What follows belongs to an exercise in optimizing a design on an open flow for small area, a short achievable clock period and few clock cycles; a production flow would make more cautious choices.
At most, simulation tests tie the RTL to the original design; equivalence was not proved.

Design mv_mul, start of the top module:
module mv_mul #(
    parameter SHAPE_M       = 2,
    parameter SHAPE_N       = 8,
    parameter ELEMENT_WIDTH = 9,
    parameter CTRL_C_WIDTH  = 16,
    parameter DEPTH_WARP    = 4
) (
    input  wire                              clk,
    input  wire                              rst_n,
    input  wire [SHAPE_M*SHAPE_N*ELEMENT_WIDTH-1:0]  a_i,
    input  wire [SHAPE_N*ELEMENT_WIDTH-1:0]  b_i,
    input  wire [2:0]                        rm_i,
    input  wire [7:0]                        ctrl_reg_idxw_i,
    input  wire [DEPTH_WARP-1:0]             ctrl_warpid_i,
    input  wire                              in_valid_i,
    output reg                               in_ready_o,
    output reg                               out_valid_o,
    input  wire                              out_ready_i,
    output reg  [SHAPE_M*ELEMENT_WIDTH-1:0]  result_o,
    output reg  [4:0]                        fflags_o
);
Size in the first run: roughly 85 flip-flops.
Settings: LEC_CHECK=0, ABC_AREA=1, CAP_MARGIN=20, CORE_MARGIN=2, CORE_UTILIZATION=40, SETUP_SLACK_MARGIN=2.5, SLEW_MARGIN=20; clock period 10.0 ns.
run.sh (not shown) runs the stock make flow with config.mk's settings and CLKGATE_MAP_FILE= SYNTH_SCRIPT=/design/flow/synth_recipe.tcl, a recipe that flattens the netlist after the stock synthesis.
==> next run, changes <==
--- a/flow/config.mk
+++ b/flow/config.mk
@@ -11,3 +11,3 @@
 export CORE_UTILIZATION = 40
-export SETUP_SLACK_MARGIN = 2.5
+export SETUP_SLACK_MARGIN = 3.5
 export SLEW_MARGIN = 20
=> Clock skew stays flat. Count of clock-buffer cells in the layout stays the same. Register-to-register slack is better by 0.51 ns. Final cell count rises by 4.6%. Core utilization rises by 6.5 points. Worst setup slack is better by 0.64 ns. Critical path depth rises by 14. First-iteration DRC count rises by 15%. Design area rises by 12%.
==> next run, changes <==
--- a/flow/config.mk
+++ b/flow/config.mk
@@ -11,3 +11,3 @@
 export CORE_UTILIZATION = 40
-export SETUP_SLACK_MARGIN = 3.5
+export SETUP_SLACK_MARGIN = 5
 export SLEW_MARGIN = 20
The new run completed with no timing, DRC or antenna violations.
Wire length rose by 7.0%.
Synthesized area does not change.
Maximum frequency grows by 0.53%.
Cell area went up by 9.3%.
Function was not checked in any run of this note: the RTL went through the layout flow alone.

---

run A:
Another version of the RTL of mv_mul (not shown whole).
Size: about 260 I/O pins, roughly 8900 um2 of cells after synthesis.
clock: 10.0 ns
lec_check: 0
abc_area: 1
cap_margin: 20
core_margin: 2
core_utilization: 40
setup_slack_margin: 4
slew_margin: 20
Run A has completed all stages; timing, DRC and antenna checks passed.
Testbench counts of run A, summed over its fixed seeds: cycles 22,536.
> inputs changed (run A -> run B)
diff --git a/flow/config.mk b/flow/config.mk
--- a/flow/config.mk
+++ b/flow/config.mk
@@ -11,2 +11,2 @@
-export CORE_UTILIZATION = 40
-export SETUP_SLACK_MARGIN = 4
+export CORE_UTILIZATION = 50
+export SETUP_SLACK_MARGIN = 3
Findings:
- Run B reached the final stage; the timing, DRC and antenna checks on its layout passed.
- Diff run A -> run B: register fraction of the total cell area has increased, final layout net count shows a reduction of 95, final design instance area without fill now sits lower, met1 layer usage reported by global route higher.
- Measured against each other, run A and run B differ in post-route core utilization, the higher figure coming from run B.
--- input diff run B..run C ---
diff --git a/flow/config.mk b/flow/config.mk
--- a/flow/config.mk
+++ b/flow/config.mk
@@ -11 +11 @@
-export CORE_UTILIZATION = 50
+export CORE_UTILIZATION = 65
Notes after the runs:
Status(run C) = ERROR, stage = global routing
On number of flip-flops and latches in the synthesized netlist, run C and run B are basically level.
Compare run C and run B | post-CTS setup repair buffer count higher: run C
Diff run B..run C | count of buffers from port buffering | unchanged
Diff run C and run B: number of cells in the design after placement lower in run C
Against run B, run C reports a instance area at placement that is lower.
[run C] half-perimeter wire length after placement rose 560 um relative to run B
Re area after synthesis: no difference whatsoever between run C and run B.

---

Setup of run 1:
mv_mul again, from the RTL that the note above started with.
==> flow/config.mk <==
export PLATFORM = sky130hd
export DESIGN_NAME = mv_mul
export DESIGN_NICKNAME = mv_mul
export VERILOG_FILES = /design/flow/design.v
export SDC_FILE = /design/flow/constraint.sdc
export NUM_CORES = 4
export LEC_CHECK = 0
export ABC_AREA = 1
export CAP_MARGIN = 20
export CORE_MARGIN = 2
export CORE_UTILIZATION = 40
export SETUP_SLACK_MARGIN = 4.5
export SLEW_MARGIN = 20
==> flow/constraint.sdc <==
create_clock -name core_clock -period 10.0 [get_ports {clk}]
set_input_delay 2.0000 -clock core_clock [delete_from_list [all_inputs] [get_ports {clk}]]
set_output_delay 2.0000 -clock core_clock [all_outputs]
set_load 0.01 [all_outputs]
standard.sh (not shown) runs the stock make flow with config.mk's settings and CLKGATE_MAP_FILE= SYNTH_SCRIPT=/design/flow/synth_recipe.tcl, a recipe that flattens the netlist after the stock synthesis.
==> flow/flow/run.sh <==
#!/bin/bash
# The standard layout (the standard.sh: floorplan, power grid, placement,
# CTS, routing) with two changes:
# - synthesis is the standard one (synth_recipe.tcl, same registers and names)
#   except for the combinational mapping: no full-adder extraction, no
#   Kogge-Stone adder map, and ABC script flow/map.abc (logic rewriting, then area-oriented mapping with upsizing)
#   (flow/my_synth.tcl);
# - the buffers that placement puts on every input and output port are the
#   plain sky130 buf_1 instead of the default clkdlybuf4s50 delay cell.
set -euo pipefail
W=$PWD
FLOW_SYNTH_TCL=$W/synth_recipe.tcl bash standard.sh \
  SYNTH_SCRIPT=$W/flow/my_synth.tcl ADDER_MAP_FILE= SYNTH_OPERATIONS_ARGS=-nofsm \
  'BUFFER_PORTS_ARGS=-buffer_cell sky130_fd_sc_hd__buf_1' finish > standard_flow.log 2>&1
==> flow/flow/map.abc <==
strash
dc2
balance
rewrite
refactor
balance
rewrite
rewrite -z
balance
refactor -z
rewrite -z
balance
dc2
balance
rewrite
refactor
balance
rewrite
rewrite -z
balance
refactor -z
rewrite -z
balance
dch -f
map -a {D}
topo
buffer
upsize {D}
dnsize {D}
==> flow/flow/my_synth.tcl <==
# Synthesis script for flow/run.sh: synth_recipe.tcl (the standard synthesis,
# named by FLOW_SYNTH_TCL) with the technology mapping done by flow/map.abc
# instead of ORFS's abc_area/abc_speed script. Registers are untouched: ABC
# only maps the combinational logic.
set map_script [file join [file dirname [file normalize [info script]]] map.abc]
proc abc {args} {
  set i [lsearch -exact $args -script]
  if {$i >= 0} { set args [lreplace $args $i [expr {$i + 1}]] }
  yosys abc -script $::map_script {*}$args
}
source $::env(FLOW_SYNTH_TCL)
Run 1 reached the final stage; the timing, DRC and antenna checks on its layout passed.
Testbench counts of run 1, summed over its fixed seeds: cycles 22,536.
## Diff of input files: run 2 against run 1
Settings: SETUP_SLACK_MARGIN: 4.5 -> 3; PLACE_DENSITY: unset -> 0.8.
==> comparison <==
Diff run 2..run 1 | post-CTS clock slew at the launch and capture registers of the worst setup and hold paths | negligible. Across run 1 and run 2, the outcome is the same: a clean finish for every run. Summary — slack of the worst reg-to-reg path, run 2 relative to run 1: lower, by 0.25 ns. Going from run 1 to run 2, the global-route usage was found to have gone down by 3.8 points. Setup slack after placement sits higher in run 2 than in run 1. Maximum number of pins on one net before global-route repair in run 2 is 29% above run 1. Diff run 1 and run 2: post-CTS setup-driven buffer insertion count higher in run 1. Lower post-route cell area among run 1 and run 2: run 2.
The following lists how run 3 was set up differently from run 2:
Settings: PLACE_DENSITY no longer set, was 0.8.
==> flow/run.sh (new file) <==
#!/bin/bash
# synth_recipe.tcl (not shown) runs the flow's synth.tcl, then flattens the netlist and writes it again
# the make line also repeats each setting of config.mk as NAME=value (left out here)
make -C /OpenROAD-flow-scripts/flow DESIGN_CONFIG=/design/flow/config.mk WORK_HOME=/design/flow/orfs CLKGATE_MAP_FILE= SYNTH_SCRIPT=/design/flow/synth_recipe.tcl finish
removed: flow/flow/run.sh
removed: flow/flow/map.abc
removed: flow/flow/my_synth.tcl
removed: flow/standard.sh
Results
- Worst reg-to-reg setup slack ends up lower on run 3.
- Looking at area of the mapped netlist, run 3 sits about 9% above run 2.
- From run 2 to run 3, final max-slew violation count did not move at all.
Changes in run 4 relative to run 3:
==> flow/flow/run.sh (new file) <==
#!/bin/bash
# The standard layout (the standard.sh: standard synthesis, floorplan, power
# grid, placement, CTS, routing), with one change: the buffers that placement
# puts on every input and output port are the plain sky130 buf_1 instead of the
# tool's default pick (a clkdlybuf4s50 delay cell).
set -euo pipefail
bash standard.sh 'BUFFER_PORTS_ARGS=-buffer_cell sky130_fd_sc_hd__buf_1' finish > standard_flow.log 2>&1
==> flow/standard.sh (new file) <==
#!/bin/bash
# synth_recipe.tcl (not shown) runs the flow's synth.tcl, then flattens the netlist and writes it again
# the make line also repeats each setting of config.mk as NAME=value (left out here)
make -C /OpenROAD-flow-scripts/flow DESIGN_CONFIG=/design/flow/config.mk WORK_HOME=/design/flow/orfs CLKGATE_MAP_FILE= SYNTH_SCRIPT=/design/flow/synth_recipe.tcl "${@:-finish}"
removed: flow/run.sh
--- outcome ---
Run 3 has higher count of clock-buffer cells in the layout than run 4. Going from run 3 to run 4, number of cells on the critical path climbed 13; routed length on met2 now smaller; hold slack rose by 0.0034 ns; final worst-path cycle share shows a reduction of 0.16 points. Per the comparison of run 4 with run 3, global-route usage moved down; post-layout instance count excluding filler cells shows no meaningful change.

-- separate check: timing with driven ports --
The results above use ideal ports. As a check the final layouts listed here were re-extracted and re-timed, cells and wires unchanged. Step 1 assumes that a clkbuf_16 drives the clock port and a buf_2 every other input. Step 2 adds t to the input delays and takes it off the output delays; t is the mean of the earliest and latest rising clock arrival at the registers after step 1. Input paths then give back, and output paths get back, about the clock's delay inside the block. Slacks: no drivers / after step 1 / after step 2; pairs: no drivers / after step 1.
run	t, ns	setup WS [ns]	worst hold slack (ns)
the first run of note 1	0.376	2.926 / 2.947 / 2.572	0.386 / 0.386 / 0.386
the second run of note 1	0.374	3.563 / 3.563 / 3.370	0.390 / 0.390 / 0.390
the third run of note 1	0.372	3.597 / 3.597 / 3.597	0.364 / 0.364 / 0.364
run A	0.376	3.663 / 3.663 / 3.663	0.358 / 0.358 / 0.358
run B	0.366	3.293 / 3.293 / 3.098	0.357 / 0.357 / 0.357
run 1	0.367	3.742 / 3.742 / 3.742	0.348 / 0.348 / 0.348
run 2	0.365	3.490 / 3.490 / 3.246	0.352 / 0.352 / 0.352
run 3	0.361	3.373 / 3.385 / 3.024	0.351 / 0.351 / 0.351
run 4	0.362	3.389 / 3.389 / 3.321	0.354 / 0.354 / 0.354
After both steps setup and hold are still met in every run listed. For the first run of note 1, which loses most, drivers alone change the setup slack by +0.021 ns; drivers and shift together by -0.354 ns.
